This design comes from an exercise in tuning for a short achievable clock period and few clock cycles on the open sky130 flow, not from production work. RTL that was checked went through simulation tests only; none was proved equivalent to the original.

==> inputs of run H <==
Design cpu_pl, start of the top module:
module cpu_pl(
    input clk,
    input rst,
    output [7:0] imem_addr,
    input [31:0] imem_data,
    output [7:0] dmem_addr,
    output [31:0] dmem_wdata,
    output dmem_we,
    input [31:0] dmem_rdata,
    output [7:0] io_addr,
    output [31:0] io_dout,
    output io_we,
    input [31:0] io_din
    );
clock: 6.6 ns
lec_check: 0
abc_clock_period_in_ps: 2000
cap_margin: 20
core_margin: 2
core_utilization: 40
place_density: 0.6
setup_slack_margin: 4.6
slew_margin: 20
tns_end_percent: 100
run.sh (not shown) runs the stock make flow with config.mk's settings and CLKGATE_MAP_FILE= SYNTH_SCRIPT=/design/flow/synth_recipe.tcl, a recipe that flattens the netlist after the stock synthesis.
==> run E (differences from run H) <==
==> flow/design.v (replaced) <==
`timescale 1ns / 1ps
`timescale 1ns / 1ps
module regfile(
    input clk,
    input [31:1] we,
    input [31:0] wd,
    input [31:1] rs1, rs2,
    output reg [31:0] rd1, rd2
    );
    reg [31:0] rf [1:31];
    integer i;
    always @(posedge clk)
        for (i = 1; i < 32; i = i + 1)
            if (we[i])
                rf[i] <= wd;
    always @(*) begin
        rd1 = 32'd0;
        rd2 = 32'd0;
        for (i = 1; i < 32; i = i + 1) begin
            rd1 = rd1 | (rf[i] & {32{rs1[i]}});
            rd2 = rd2 | (rf[i] & {32{rs2[i]}});
        end
    end
endmodule
`timescale 1ns / 1ps
module ALU #(parameter W = 16) (
    input [W-1:0] a,
    input [W-1:0] b,
    input ci,
    output [W-1:0] y,
    output co
    );
    wire [W-1:0] p0 = a ^ b;
    wire [6*W-1:0] g, p;
    assign g[W-1:0] = {a[W-1:1] & b[W-1:1], (a[0] & b[0]) | (p0[0] & ci)};
    assign p[W-1:0] = p0;
    genvar l, i;
    generate
        for (l = 0; l < 5; l = l + 1) begin : lvl
            for (i = 0; i < W; i = i + 1) begin : col
                if (i >= (1 << l)) begin : merge
                    assign g[(l+1)*W+i] = g[l*W+i] | (p[l*W+i] & g[l*W+i-(1<<l)]);
                    assign p[(l+1)*W+i] = p[l*W+i] & p[l*W+i-(1<<l)];
                end else begin : pass
                    assign g[(l+1)*W+i] = g[l*W+i];
                    assign p[(l+1)*W+i] = p[l*W+i];
                end
            end
        end
    endgenerate
    assign y  = p0 ^ {g[5*W +: W-1], ci};
    assign co = g[5*W+W-1];
endmodule
`timescale 1ns / 1ps
`timescale 1ns / 1ps
module cpu_pl(
    input clk,
    input rst,
    output [7:0] imem_addr,
    input [31:0] imem_data,
    output [7:0] dmem_addr,
    output [31:0] dmem_wdata,
    output dmem_we,
    input [31:0] dmem_rdata,
    output [7:0] io_addr,
    output [31:0] io_dout,
    output io_we,
    input [31:0] io_din
    );
    localparam OP_ADD  = 7'b0110011;
    localparam OP_ADDI = 7'b0010011;
    localparam OP_LW   = 7'b0000011;
    localparam OP_SW   = 7'b0100011;
    localparam OP_BEQ  = 7'b1100011;
    localparam OP_JAL  = 7'b1101111;
    reg  stall;       
    reg  redirect;    
    reg  [31:0] redirect_pc;
    function [31:1] onehot(input [4:0] r);
        integer k;
        for (k = 1; k < 32; k = k + 1)
            onehot[k] = (r == k);
    endfunction
    reg  [9:0]  f_pc_lo;     
    reg         f_took;      
    reg  [21:0] f_imm_hi_q;  
    reg         f_tgt_c, f_seq_c;  
    reg  [31:0] d_ir;
    reg  [31:1] d_sel1, d_sel2;   
    reg         d_valid;
    reg  [9:0]  d_pc_lo;
    reg  [21:0] d_pc_hi;     
    wire [31:0] inst = imem_data;
    wire [6:0]  f_op     = inst[6:0];
    wire        f_is_jal = f_op == OP_JAL;
    wire        f_is_beq = f_op == OP_BEQ;
    wire        f_take   = f_is_jal | (f_is_beq & (inst[19:15] == inst[24:20]));
    wire [21:0] f_imm_hi = inst[3] ? {{11{inst[31]}}, inst[31], inst[19:12], inst[20], inst[30]}
                                   : {{19{inst[31]}}, inst[31], inst[7], inst[30]};
    wire [10:0] f_tgt_j, f_tgt_b;
    ALU #(10) u_tgt_j(.a(f_pc_lo), .b({inst[29:21], 1'b0}), .ci(1'b0), .y(f_tgt_j[9:0]), .co(f_tgt_j[10]));
    ALU #(10) u_tgt_b(.a(f_pc_lo), .b({inst[29:25], inst[11:8], 1'b0}), .ci(1'b0), .y(f_tgt_b[9:0]), .co(f_tgt_b[10]));
    wire [10:0] f_tgt_lo = (f_tgt_j & {11{inst[3]}}) | (f_tgt_b & {11{~inst[3]}});
    wire [10:0] f_seq_lo = {1'b0, f_pc_lo} + 11'd4;
    wire [21:0] f_hi_t, f_hi_s;
    ALU #(22) u_hi_t(.a(d_pc_hi), .b(f_imm_hi_q), .ci(f_tgt_c), .y(f_hi_t), .co());
    ALU #(22) u_hi_s(.a(d_pc_hi), .b(22'd0), .ci(f_seq_c), .y(f_hi_s), .co());
    wire [21:0] f_pc_hi = (f_hi_t & {22{f_took}}) | (f_hi_s & {22{~f_took}});
    assign imem_addr = f_pc_lo[9:2];
    always @(posedge clk) begin
        if (rst) begin
            f_pc_lo   <= 10'd0;
            f_took    <= 1'b0;
            f_seq_c   <= 1'b0;
            d_pc_hi   <= 22'd0;
            d_valid   <= 1'b0;
        end else if (redirect) begin
            f_pc_lo   <= redirect_pc[9:0];
            f_took    <= 1'b0;
            f_seq_c   <= 1'b0;
            d_pc_hi   <= redirect_pc[31:10];
            d_valid   <= 1'b0;
        end else if (!stall) begin
            f_pc_lo   <= f_take ? f_tgt_lo[9:0] : f_seq_lo[9:0];
            f_took    <= f_take;
            f_seq_c   <= f_seq_lo[10];
            d_pc_hi   <= f_pc_hi;
            d_valid   <= 1'b1;
        end
    end
    always @(posedge clk) begin
        if (!stall) begin
            f_imm_hi_q <= f_imm_hi;
            f_tgt_c    <= f_tgt_lo[10];
            d_ir       <= inst;
            d_sel1     <= onehot(inst[19:15]);
            d_sel2     <= onehot(inst[24:20]);
            d_pc_lo    <= f_pc_lo;
        end
    end
    wire [6:0]  d_op  = d_ir[6:0];
    wire [4:0]  d_rd  = d_ir[11:7];
    wire [4:0]  d_rs1 = d_ir[19:15];
    wire [4:0]  d_rs2 = d_ir[24:20];
    wire [31:0] d_pc  = {d_pc_hi, d_pc_lo};
    wire d_add  = d_valid & (d_op == OP_ADD);
    wire d_addi = d_valid & (d_op == OP_ADDI);
    wire d_lw   = d_valid & (d_op == OP_LW);
    wire d_sw   = d_valid & (d_op == OP_SW);
    wire d_jal  = d_valid & (d_op == OP_JAL);
    wire d_beq  = d_valid & (d_op == OP_BEQ) & (d_rs1 != d_rs2);   
    wire d_use1 = d_add | d_addi | d_lw | d_sw | d_beq;
    wire d_use2 = d_add | d_beq;           
    wire d_wr   = (d_add | d_addi | d_lw | d_jal) & (d_rd != 5'd0);
    wire [31:0] d_imm_i = {{20{d_ir[31]}}, d_ir[31:20]};
    wire [31:0] d_imm_s = {{20{d_ir[31]}}, d_ir[31:25], d_ir[11:7]};
    wire [31:0] d_imm_b = {{20{d_ir[31]}}, d_ir[7], d_ir[30:25], d_ir[11:8], 1'b0};
    reg         e_wr, e_lw, e_sw, e_beq;
    reg  [4:0]  e_rd;
    reg         m_wr, m_lw, m_dwe, m_iowe, m_beq;
    reg  [4:0]  m_rd;
    reg  [15:0] m_lo;
    reg  [31:0] m_sd;
    reg         w_wr;
    reg  [4:0]  w_rd;
    reg  [31:0] w_val;
    reg  [31:1] w_sel;    
    wire [31:0] w_next;
    wire [31:0] rf_rd1, rf_rd2;
    regfile u_rf(
        .clk(clk),
        .we(w_sel),
        .wd(w_val),
        .rs1(d_sel1),
        .rs2(d_sel2),
        .rd1(rf_rd1),
        .rd2(rf_rd2)
    );
    wire d_w1 = w_wr & (w_rd == d_rs1);
    wire d_w2 = w_wr & (w_rd == d_rs2);
    wire [31:0] d_v1 = d_w1 ? w_val : rf_rd1;
    wire [31:0] d_v2 = d_w2 ? w_val : rf_rd2;
    wire d_e1 = e_wr & (e_rd == d_rs1);
    wire d_e2 = e_wr & (e_rd == d_rs2);
    wire d_m1 = m_wr & (m_rd == d_rs1);
    wire d_m2 = m_wr & (m_rd == d_rs2);
    wire       f_bc   = f_is_beq & (inst[19:15] != inst[24:20]);
    wire       f_is_sw = f_op == OP_SW;
    wire       f_use1 = (f_op == OP_ADD) | (f_op == OP_ADDI) | (f_op == OP_LW) | f_is_sw | f_bc;
    wire       f_use2 = (f_op == OP_ADD) | f_bc;
    wire       f_m1   = inst[19:15] == d_rd;
    wire       f_m2   = inst[24:20] == d_rd;
    always @(posedge clk) begin
        if (rst | redirect | stall)
            stall <= 1'b0;
        else
            stall <= d_wr & ((d_lw & ((f_use1 & f_m1) | ((f_use2 | f_is_sw) & f_m2))) | (f_is_sw & f_m2));
    end
    wire [15:0] d_tgt_lo;
    wire        d_tgt_c;
    ALU #(16) u_tgt_lo(.a(d_pc[15:0]), .b(d_imm_b[15:0]), .ci(1'b0), .y(d_tgt_lo), .co(d_tgt_c));
    reg  [15:0] e_a_lo, e_b_lo;
    reg  [15:0] e_a_hi, e_b_hi;
    reg  [31:0] e_sd;
    reg  [15:0] e_tgt_lo, e_pc_hi;
    reg         e_tgt_c, e_tgt_s;
    reg         e_fa1, e_fb1;     
    reg         e_s00, e_s10, e_s01, e_s11;   
    reg         e_fa2, e_fb2;     
    reg         e_fs2;            
    wire kill;    
    always @(posedge clk) begin
        if (rst | redirect | stall) begin
            e_wr  <= 1'b0;
            e_lw  <= 1'b0;
            e_sw  <= 1'b0;
            e_beq <= 1'b0;
        end else begin
            e_wr  <= d_wr;
            e_lw  <= d_lw & d_wr;
            e_sw  <= d_sw;
            e_beq <= d_beq;
        end
    end
    wire [31:0] d_b = (d_addi | d_lw) ? d_imm_i : d_sw ? d_imm_s : d_v2;
    always @(posedge clk) begin
        e_rd   <= d_rd;
        e_a_lo <= d_jal ? d_pc[15:0] : (d_use1 & d_m1) ? w_next[15:0] : d_v1[15:0];
        e_b_lo <= d_jal ? 16'd4 : (d_use2 & d_m2) ? w_next[15:0] : d_b[15:0];
        e_a_hi <= d_jal ? d_pc[31:16] : d_v1[31:16];
        e_b_hi <= d_jal ? 16'd0 : d_b[31:16];
        e_sd   <= d_v2;
        e_tgt_lo <= d_tgt_lo;
        e_tgt_c  <= d_tgt_c;
        e_tgt_s  <= d_ir[31];
        e_pc_hi  <= d_pc[31:16];
        e_fa1  <= d_use1 & d_e1;
        e_fb1  <= d_use2 & d_e2;
        e_s00  <= ~(d_use1 & d_e1) & ~(d_use2 & d_e2);
        e_s10  <=  (d_use1 & d_e1) & ~(d_use2 & d_e2);
        e_s01  <= ~(d_use1 & d_e1) &  (d_use2 & d_e2);
        e_s11  <=  (d_use1 & d_e1) &  (d_use2 & d_e2);
        e_fa2  <= d_use1 & ~d_e1 & d_m1;
        e_fb2  <= d_use2 & ~d_e2 & d_m2;
        e_fs2  <= ~d_e2 & d_m2;
    end
    wire [15:0] s00, s10, s01;
    wire        c00, c10, c01;
    ALU #(16) u_lo00(.a(e_a_lo), .b(e_b_lo), .ci(1'b0), .y(s00), .co(c00));
    ALU #(16) u_lo10(.a(m_lo),   .b(e_b_lo), .ci(1'b0), .y(s10), .co(c10));
    ALU #(16) u_lo01(.a(e_a_lo), .b(m_lo),   .ci(1'b0), .y(s01), .co(c01));
    wire [15:0] s11 = {m_lo[14:0], 1'b0};
    wire        c11 = m_lo[15];
    wire [15:0] x_lo = (s00 & {16{e_s00}}) | (s10 & {16{e_s10}}) | (s01 & {16{e_s01}}) | (s11 & {16{e_s11}});
    wire        x_c  = (c00 & e_s00) | (c10 & e_s10) | (c01 & e_s01) | (c11 & e_s11);
    wire [15:0] x_tgt_hi;
    ALU #(16) u_tgt_hi(.a(e_pc_hi), .b({16{e_tgt_s}}), .ci(e_tgt_c), .y(x_tgt_hi), .co());
    wire        x_eq = e_fa1 ? (e_fb1 | (m_lo == e_b_lo)) : (e_fb1 ? (e_a_lo == m_lo) : (e_a_lo == e_b_lo));
    reg  [15:0] m_a_hi, m_b_hi;
    reg         m_fa1, m_fb1;     
    reg         m_h00, m_h10, m_h01, m_h11;   
    reg         m_c, m_eq;
    reg  [31:0] m_tgt;
    always @(posedge clk) begin
        if (rst | kill) begin
            m_wr   <= 1'b0;
            m_lw   <= 1'b0;
            m_dwe  <= 1'b0;
            m_iowe <= 1'b0;
            m_beq  <= 1'b0;
        end else begin
            m_wr   <= e_wr;
            m_lw   <= e_lw;
            m_dwe  <= e_sw & ~x_lo[10];
            m_iowe <= e_sw & x_lo[10];
            m_beq  <= e_beq;
        end
        m_rd   <= e_rd;
        m_lo   <= x_lo;
        m_c    <= x_c;
        m_eq   <= x_eq;
        m_a_hi <= e_fa2 ? w_val[31:16] : e_a_hi;
        m_b_hi <= e_fb2 ? w_val[31:16] : e_b_hi;
        m_fa1  <= e_fa1;
        m_fb1  <= e_fb1;
        m_h00  <= e_s00 & ~e_lw;
        m_h10  <= e_s10 & ~e_lw;
        m_h01  <= e_s01 & ~e_lw;
        m_h11  <= e_s11 & ~e_lw;
        m_sd   <= e_fs2 ? w_val : e_sd;
        m_tgt  <= {x_tgt_hi, e_tgt_lo};
    end
    assign dmem_addr  = m_lo[9:2];
    assign dmem_wdata = m_sd;
    assign dmem_we    = m_dwe;
    assign io_addr    = m_lo[7:0];
    assign io_dout    = m_sd;
    assign io_we      = m_iowe;
    wire [15:0] w_hi = w_val[31:16];
    wire [15:0] h00, h10, h01;
    wire        hc00, hc10, hc01;
    ALU #(16) u_hi00(.a(m_a_hi), .b(m_b_hi), .ci(m_c), .y(h00), .co(hc00));
    ALU #(16) u_hi10(.a(w_hi),   .b(m_b_hi), .ci(m_c), .y(h10), .co(hc10));
    ALU #(16) u_hi01(.a(m_a_hi), .b(w_hi),   .ci(m_c), .y(h01), .co(hc01));
    wire [15:0] h11 = {w_hi[14:0], m_c};
    wire        y_eq = m_fa1 ? (m_fb1 | (w_hi == m_b_hi)) : (m_fb1 ? (m_a_hi == w_hi) : (m_a_hi == m_b_hi));
    wire        taken = m_beq & m_eq & y_eq;
    assign kill = taken | redirect;
    always @(posedge clk) begin
        if (rst)
            redirect <= 1'b0;
        else
            redirect <= taken;
        redirect_pc <= m_tgt;
    end
    wire [31:0] m_ld = m_lo[10] ? io_din : dmem_rdata;
    assign w_next = {(h00 & {16{m_h00}}) | (h10 & {16{m_h10}}) | (h01 & {16{m_h01}}) | (h11 & {16{m_h11}}) | (m_ld[31:16] & {16{m_lw}}),
                     m_lw ? m_ld[15:0] : m_lo};
    always @(posedge clk) begin
        if (rst | redirect) begin
            w_wr  <= 1'b0;
            w_sel <= 31'd0;
        end else begin
            w_wr  <= m_wr;
            w_sel <= m_wr ? onehot(m_rd) : 31'd0;
        end
        w_rd  <= m_rd;
        w_val <= w_next;
    end
endmodule
CORE_UTILIZATION = 35   (was 40)
PLACE_DENSITY = 0.55   (was 0.6)
SETUP_SLACK_MARGIN = 4.2   (was 4.6)
==> metrics.cfg <==
[cells_and_area]
multi_input_area_um2=25800

[status]
status=complete, no violations

[synth]
synth_cells=5177
ys_types=73

[sta]
worst_pin_slew_ps=1180

[global_routing]
grt_max_degree=84

[critical_path]
path_common_cell=a21o_1

# the run above: run E

==> metrics.cfg <==
[critical_path]
cp_slowest_cell=fa_2

[sta]
worst_pin_slew_ps=1210

[cells_and_area]
multi_input_area_um2=28000

[power_and_ir_drop]
comb_cell_power_mw=5.89

[global_routing]
grt_max_degree=121

[synth]
ys_types=89

[status]
status=complete, no violations

# the run above: run H

Testbench counts of run H, summed over its fixed seeds: cycles 16,190.
Only the layout flow was run in run E; the RTL was not checked for function there.

-- what the ideal ports hide --
How much do the figures lean on ideal ports? The routed layouts below were timed once more, with nothing changed but the port constraints. Step 1 sets driving cells, clkbuf_16 on the clock port and buf_2 on the other inputs (assumed; they add their load-dependent delay and slew). Step 2 moves the port delays by t, midway between the first and last clock arrival at a register: inputs arrive t later, outputs are due t later. That takes back most of the time a late clock gives input paths. Three values: ideal ports, drivers, drivers and shift; two values: the first two.
| run | t, ns | setup WS [ns] | latest minus earliest clock arrival (ns) |
|---|---|---|---|
| run H | 0.920 | 3.746 / 3.746 / 3.025 | 0.107 / 0.108 |
| run E | 0.909 | 3.603 / 3.603 / 3.331 | 0.045 / 0.045 |
After both steps setup and hold are still met in every run listed. The setup slack of run H, which loses most, moves by 0.000 ns with the drivers and by -0.721 ns with both steps.
